Source: an optimization exercise on an open RTL-to-GDS flow (aim: small area and a short achievable clock period). Production flows keep margins and buffers that such runs may drop. The RTL was checked by simulation tests, not by an equivalence proof against the original design.

## flow/design.v (module list and top-level ports; edited modules follow where they fit)
// module VAR_LZC: 137 lines
// module fma: 86 lines
// module fma_s0: 900 lines
// module fma_s1: 1306 lines
// module fma_s2: 40 lines
module fma #(
    parameter       WORDWIDTH = 32,
    parameter       EXPONENTWIDTH = 8,
    parameter       MANTISSAWIDTH = 23
)(
    input wire                   clk_I,
    input wire                   rst_n_I,
    input wire [WORDWIDTH-1:0]   operand_a_I,
    input wire [WORDWIDTH-1:0]   operand_b_I,
    input wire [WORDWIDTH-1:0]   operand_c_I,
    input wire [2:0]             rnd_mode,
    input                        gate,
    output wire [WORDWIDTH-1:0]  result_O,
    output wire                  flag_overflow_O,
    output wire                  flag_underflow_O,
    output wire                  done_valid_O
);
  // ...
==> flow/flow/run.sh <==
#!/bin/bash
set -euo pipefail
MARGIN=$(cat flow/margin.txt)
bash standard.sh SETUP_SLACK_MARGIN="$MARGIN" \
  BUFFER_PORTS_ARGS="-buffer_cell sky130_fd_sc_hd__buf_2" finish > standard_flow.log 2>&1
==> flow/flow/margin.txt <==
13
==> flow/standard.sh <==
#!/bin/bash
# synth_recipe.tcl (not shown) runs the flow's synth.tcl, then flattens the netlist and writes it again
# the make line also repeats each setting of config.mk as NAME=value (left out here)
make -C /OpenROAD-flow-scripts/flow DESIGN_CONFIG=/design/flow/config.mk WORK_HOME=/design/flow/orfs CLKGATE_MAP_FILE= SYNTH_SCRIPT=/design/flow/synth_recipe.tcl "${@:-finish}"
==> flow/config.mk <==
export PLATFORM = sky130hd
export DESIGN_NAME = fma
export DESIGN_NICKNAME = fma
export VERILOG_FILES = /design/flow/design.v
export SDC_FILE = /design/flow/constraint.sdc
export NUM_CORES = 4
export LEC_CHECK = 0
export ABC_AREA = 1
export CAP_MARGIN = 20
export CORE_MARGIN = 2
export CORE_UTILIZATION = 40
export CTS_BUF_LIST = sky130_fd_sc_hd__clkbuf_4 sky130_fd_sc_hd__clkbuf_8
export SLEW_MARGIN = 20
==> flow/constraint.sdc <==
create_clock -name core_clock -period 22.0 [get_ports {clk_I}]
set_input_delay 4.4000 -clock core_clock [delete_from_list [all_inputs] [get_ports {clk_I}]]
set_output_delay 4.4000 -clock core_clock [all_outputs]
set_load 0.01 [all_outputs]
==> metrics.md, run 1 <==
| Metric | Value |
|---|---|
| Outcome | `no timing/DRC/antenna violations` |
| Grt met3 use | `0.04467` |
| FF-to-FF End | `r2_em[26]` |
| Period minus WS final | `about 8900 ps` |
| Setup bufs post-CTS | `17` |
| Fraction of registers with async set/reset | `0.1640` |
| Met1 Use GR | `0.4588` |
| Final Slew Violations | `0` |
| Met3 WL post-DR | `15640 um` |
| Post-synthesis mux area share | `0.003294` |
| Die Width | `~330 um` |
| Area occupied by multi-input gates | `roughly 0.033 sq mm` |
| Post-Place Worst Slack | `approximately 11000 ps` |
| Total track usage | `0.3413` |
| Post-Synth Simple-Gate Area | `0.2948` |
| Worst path top cell family by delay | `compound AO/OA/AOI/OAI gates` |
| H-tree levels | `2` |
| Starting DRT DRC Count | `between 5000 and 6000` |
| Top cell category | `multi-input combinational cells` |
| Netlist cell types | `a little over 70` |
| Hold_ws | `379.3 ps` |
| Antenna fix cells | `1` |
| Crit path launch | `operand_c_I[27]` |
| Residual DRC | `0` |
| Sequential standard cell area | `0.005239 sq mm` |
| Layout cells sized above 1 | `0.1097` |
| Final ANT Viol Nets | `0` |
| Total wire length | `between 150000 and 200000 um` |
| Synth Area in Adders | `0.2286` |
| Clock transition at path regs | `~50 ps` |
==> run 2: changes to the inputs <==
--- a/flow/design.v
+++ b/flow/design.v
@@ -1816,24 +1816,20 @@
   assign x_0[75] = a_p[75] ^ (a_G247 | a_P247);
   assign x_m1[76] = a_p[76] ^ a_G209;
   assign x_0[76] = a_p[76] ^ (a_G209 | a_P209);
   assign x_m1[77] = a_p[77] ^ a_G248;
   assign x_0[77] = a_p[77] ^ (a_G248 | a_P248);
 wire        neg  = r1_eff_sub & x_0[77];
 wire [75:0] sum  = neg ? ~x_m1[75:0] : x_0[75:0];
 assign sgn_r = neg ? r1_sgn_c : r1_sgn_p;
-wire [5:0]  lzc_p, lzc_n;
-wire        no_one_p, no_one_n;
-VAR_LZC #(.C_WIDTH(51), .C_LEADONE_WIDTH(6)) u_lzc_p (.data_I(x_0[50:0]), .leading_one_O(lzc_p), .no_one_O(no_one_p));
-VAR_LZC #(.C_WIDTH(51), .C_LEADONE_WIDTH(6)) u_lzc_n (.data_I(~x_m1[50:0]), .leading_one_O(lzc_n), .no_one_O(no_one_n));
-wire [5:0]  lzc  = neg ? lzc_n : lzc_p;
-wire        ok_p = |(x_0[50:0] & lim_mask);
-wire        ok_n = |(~x_m1[50:0] & lim_mask);
-wire        lz_ok = cond_a & (neg ? ok_n : ok_p);
+wire [5:0]  lzc;
+wire        no_one;
+VAR_LZC #(.C_WIDTH(51), .C_LEADONE_WIDTH(6)) u_lzc (.data_I(sum[50:0]), .leading_one_O(lzc), .no_one_O(no_one));
+wire        lz_ok = cond_a & |(sum[50:0] & lim_mask);
 wire [75:0] sum_rev;
 generate for (gk = 0; gk < 76; gk = gk + 1) begin : g_rev
   assign sum_rev[gk] = x_0[75 - gk];
 end endgenerate
 wire [6:0]  tz;
 wire        sum_zero;
   wire z_z0_0 = ~(sum_rev[75] | sum_rev[74]);
   wire z_c0_0 = ~sum_rev[75];
==> flow/config.mk (replaced) <==
export PLATFORM = sky130hd
export DESIGN_NAME = fma
export DESIGN_NICKNAME = fma
export VERILOG_FILES = /design/flow/design.v
export SDC_FILE = /design/flow/constraint.sdc
export NUM_CORES = 4
export LEC_CHECK = 0
export ABC_AREA = 1
export CAP_MARGIN = 20
export CORE_MARGIN = 2
export CORE_UTILIZATION = 40
export SLEW_MARGIN = 20
==> run 2 against run 1 <==
Against the previous run:
- still clean on timing, DRC and antenna
- utilization about the same
- clock skew shrank 40 ps
- die area fell by 1.7%
- clock-buffer cell count down 28
- synthesized cell count fell by 4.7%
- final area fell by 1.8%
- worst hold slack got worse by 8.0 ps
- critical path depth down 3
- via count decreased by 3.7%
- critical path type unchanged
- highest routed layer is now met5
==> metrics.md, run 2 <==
| Metric | Value |
|---|---|
| Outcome | `no timing/DRC/antenna violations` |
| Syn Inst Count | `around 6300` |
| Initial antenna violation count | `4` |
| Hold Buf Count CTS | `0` |
| Slowest-stage cell, CP | `fa_2` |
| Final Slew Violations | `0 (unchanged)` |
| Final setup viols | `0` |
| Total wire length | `178300 um (-8.4%)` |
| Vias in the first global route | `approximately 41000` |
| Row count | `roughly 120` |
| Highest-count cells in the layout ignoring fill and taps | `1284 x nand2_1, 930 x inv_1, 519 x nand3_1, 463 x nor2_1, 399 x xor2_1` |
| Period minus WS final | `8899 ps (-18.70 ps)` |
| Layout cells sized above 1 | `0.1137 (+0.003962)` |
| Router iterations before antenna repair | `8` |
| Yosys top cell area share | `0.1671` |
| Largest cells by area after synthesis | `fa_1 17%, nand2_1 12%, dfxtp_1 9.9%` |
| Die Area | `between 0.1 and 0.15 sq mm` |
| Non-filler cells, final | `approximately 8000` |
| Die Width | `328.7 um (-0.88%)` |
| Ys flop type | `dfxtp_1` |
| Crit Path Class | `in2reg` |
| Boundary Pins | `137` |
| Ys Warns | `2` |
| Net Count, Synth | `between 6000 and 7000` |
| Worst slew pin tran | `~1100 ps` |
| CP most frequent cell | `nand2_1` |
| Post-synth EDFFs | `0` |
| Critical path arrival | `roughly 9400 ps` |
| #FFs+latches synth | `250` |
| Total track usage | `0.3169 (-0.02440)` |
| Drt wl/cell | `around 23 um` |
| Count leader, synth | `nand2_1` |
| Largest register FFs | `77` |
| Clock transition at path regs | `60 ps (about the same)` |
| IO buf count | `between 100 and 150` |
| Biggest register | `r1_q` |
| Initial Utilization | `0.4016` |
| Max clock buf depth | `3` |
| Max Cap Viol | `0` |
| H-tree levels | `2 (unchanged)` |
| Die height | `~330 um` |
| Largest net degree at the start of global routing | `74` |
| Worst-path maximum fanout | `7` |
| Final Wtd Congestion | `between 1 and 1.5` |
| Fraction of registers with async set/reset | `0.1640 (unchanged)` |
| Setup TNS | `0 ps` |
| Largest regs | `r1_q: 77 flops, r1_t_nc: 49 flops, r1_s_nc: 47 flops` |
| Critical Path Sink Type | `register` |
| Nets@finish | `7038` |
| Final period utilization | `0.4045` |
| GRT overflow | `0` |
| Most common cell after layout, fill and taps aside | `nand2_1` |
| FF-to-FF setup slack | `13280 ps` |
| Mean post-synth cell area | `between 6 and 7 sq um` |
| HP Class | `reg2reg` |
| Seq/Total Area, Yosys | `0.1237` |
| First-pass GRT wire length | `259400 um` |
| Dpl cells | `between 7000 and 8000` |
| Post-Syn Area | `0.04216 sq mm` |
| Max Fclk | `112.4 MHz` |
| Fin util | `0.4464` |
| Yosys top cell by area | `fa_1` |
| DR vias | `around 44000` |
| Slew margin rel. | `0.2423` |
| RSZ-0062 raised after global routing | `true` |
| CP Data Required Time | `22490 ps` |
| Post-DR vias/cell | `5.690` |
| Netlist cell types | `77 (+6.9%)` |
| Clock Skews | `28.02 ps` |
| Layout area overhead | `11.14%` |
| CP max stage delay | `350 ps` |
| Critical path startpoint category | `input port` |
| Root Driver | `clkbuf_16` |
| Total clock sinks | `between 200 and 300` |
| Final ANT Viol Nets | `0 (unchanged)` |
| Worst-skew pair later-pin latency | `between 500 and 600 ps` |
| CORE AREA | `between 0.1 and 0.15 sq mm` |
| Hold_ws | `371.3 ps (-8.041 ps)` |
| Residual DRC | `0 (unchanged)` |
| TritonCTS clock tree | `yes` |
| Synth top cells by count | `1300 x nand2_1, 955 x inv_1, 524 x nand3_1` |
| CTS Buf Count | `34` |
| Final Hold Vio Count | `0` |
| Starting DRT DRC Count | `5009 (-9.8%)` |
| Post-DP HPWL | `between 100000 and 150000 um` |
==> run 2: cell types whose count changed after synthesis, sizes merged, moves of 10 or more <==
cell / previous run / this run
clkbuf: 201 / 182
inv: 1069 / 987
nor4: 16 / 29
nor2: 569 / 516
xnor2: 33 / 54
nand2: 1616 / 1351
buf: 78 / 112
nand4: 93 / 63
nand3: 491 / 539
o21bai: 7 / 23
xor2: 376 / 402
nand3b: 19 / 29
o211ai: 30 / 17
==> run 2: metrics by stage <==
step                      area (sq um)  worst slack, ps
after floorplan                  42250            13020
after global placement           43660            10510
after detailed placement         43700            10340
after CTS                        45360            13000
after global routing             46860            12780
final                            46860            13100
==> run 2: layout make-up <==
class                           count  area, sq um
Inverter                         1013         3910
Clock inverter                     19        203.9
Timing Repair inverter              5        36.28
Fill cell                       11040        58110
Multi-Input combinational cell   4761        32570
Antenna cell                        1        2.502
Timing Repair Buffer              298         2195
Sequential cell                   250         5239
Clock buffer                       42        962.2
Tap cell                         1391         1740
==> run 2: logic make-up (layout without fill, tap and decap cells) <==
group	Yosys count	count (layout)	synth area share
other	1	2	0.00008895
multiplexers	12	12	0.002879
AND/OR/NAND/NOR	2629	2637	0.2727
adder cells (fa/ha/maj)	573	573	0.2327
flip-flops	250	250	0.1237
buffers and inverters	1311	1377	0.1260
XOR/XNOR	456	456	0.09491
AO/OA/AOI/OAI	1077	1082	0.1470
==> run 2: path summary, 6_finish.rpt <==
check,from,cells past startpoint,to
setup / recovery,operand_c_I[26],33,r1_q[51]
setup reg to reg,r1_q[8],43,r2_rs
hold / removal,r1_valid,0,r2_valid
max in group asynchronous,rst_n_I,1,r1_valid
min in group asynchronous,rst_n_I,1,r2_em[19]
hold reg to reg,r1_valid,0,r2_valid
==> run 2: layer usage <==
layer | share of wire | global-route usage | vias to the layer above
met3 | 0.088 | 0.04655 | 461
met4 | 0.059 | 0.1618 | 4
met2 | 0.44 | 0.4961 | 2260
met5 | 0.00013 | 0 | -
met1 | 0.41 | 0.4243 | 21030
li1 | - | - | 20520
==> run 2: repair_timing <==
action | in CTS | in global routing
pin swaps | 10 | 59
endpoints found under the setup margin | 116 | 121
cloned | 6 | 15
buffers inserted | 21 | 68
gates resized for setup | 85 | 274
==> run 2: worst max-delay path, delay by kind of cell <==
| family | cells | cell delay, ps |
|---|---|---|
| compound gates | 8 | 1250 |
| fa+ha+maj | 4 | 1110 |
| simple gates | 10 | 1080 |
| buf+inv | 8 | 920 |
| mux | 2 | 460 |
| xor+xnor | 1 | 160 |

-- afterwards: timing with drivers on the ports --
How much do the figures lean on ideal ports? The routed layouts below were timed once more, with nothing changed but the port constraints.
Step 1, drivers: a clkbuf_16 drives clk_I and a buf_2 each remaining input, both assumed.
Step 2 also shifts input and output timing later by t, the mid clock arrival at the registers, as if the neighbouring blocks saw the same clock.
a / b / c = ideal / step 1 / step 2; a / b = the first two.
run | t (ns) | setup WS [ns] | slew at the worst register clock pin (ns)
run 1 | 0.746 | 13.082 / 13.108 / 12.362 | 0.08 / 0.08
run 2 | 0.655 | 13.101 / 13.132 / 12.477 | 0.07 / 0.07
After both steps setup and hold are still met in every run listed. For run 1, which loses most, drivers alone change the setup slack by +0.026 ns; drivers and shift together by -0.720 ns.
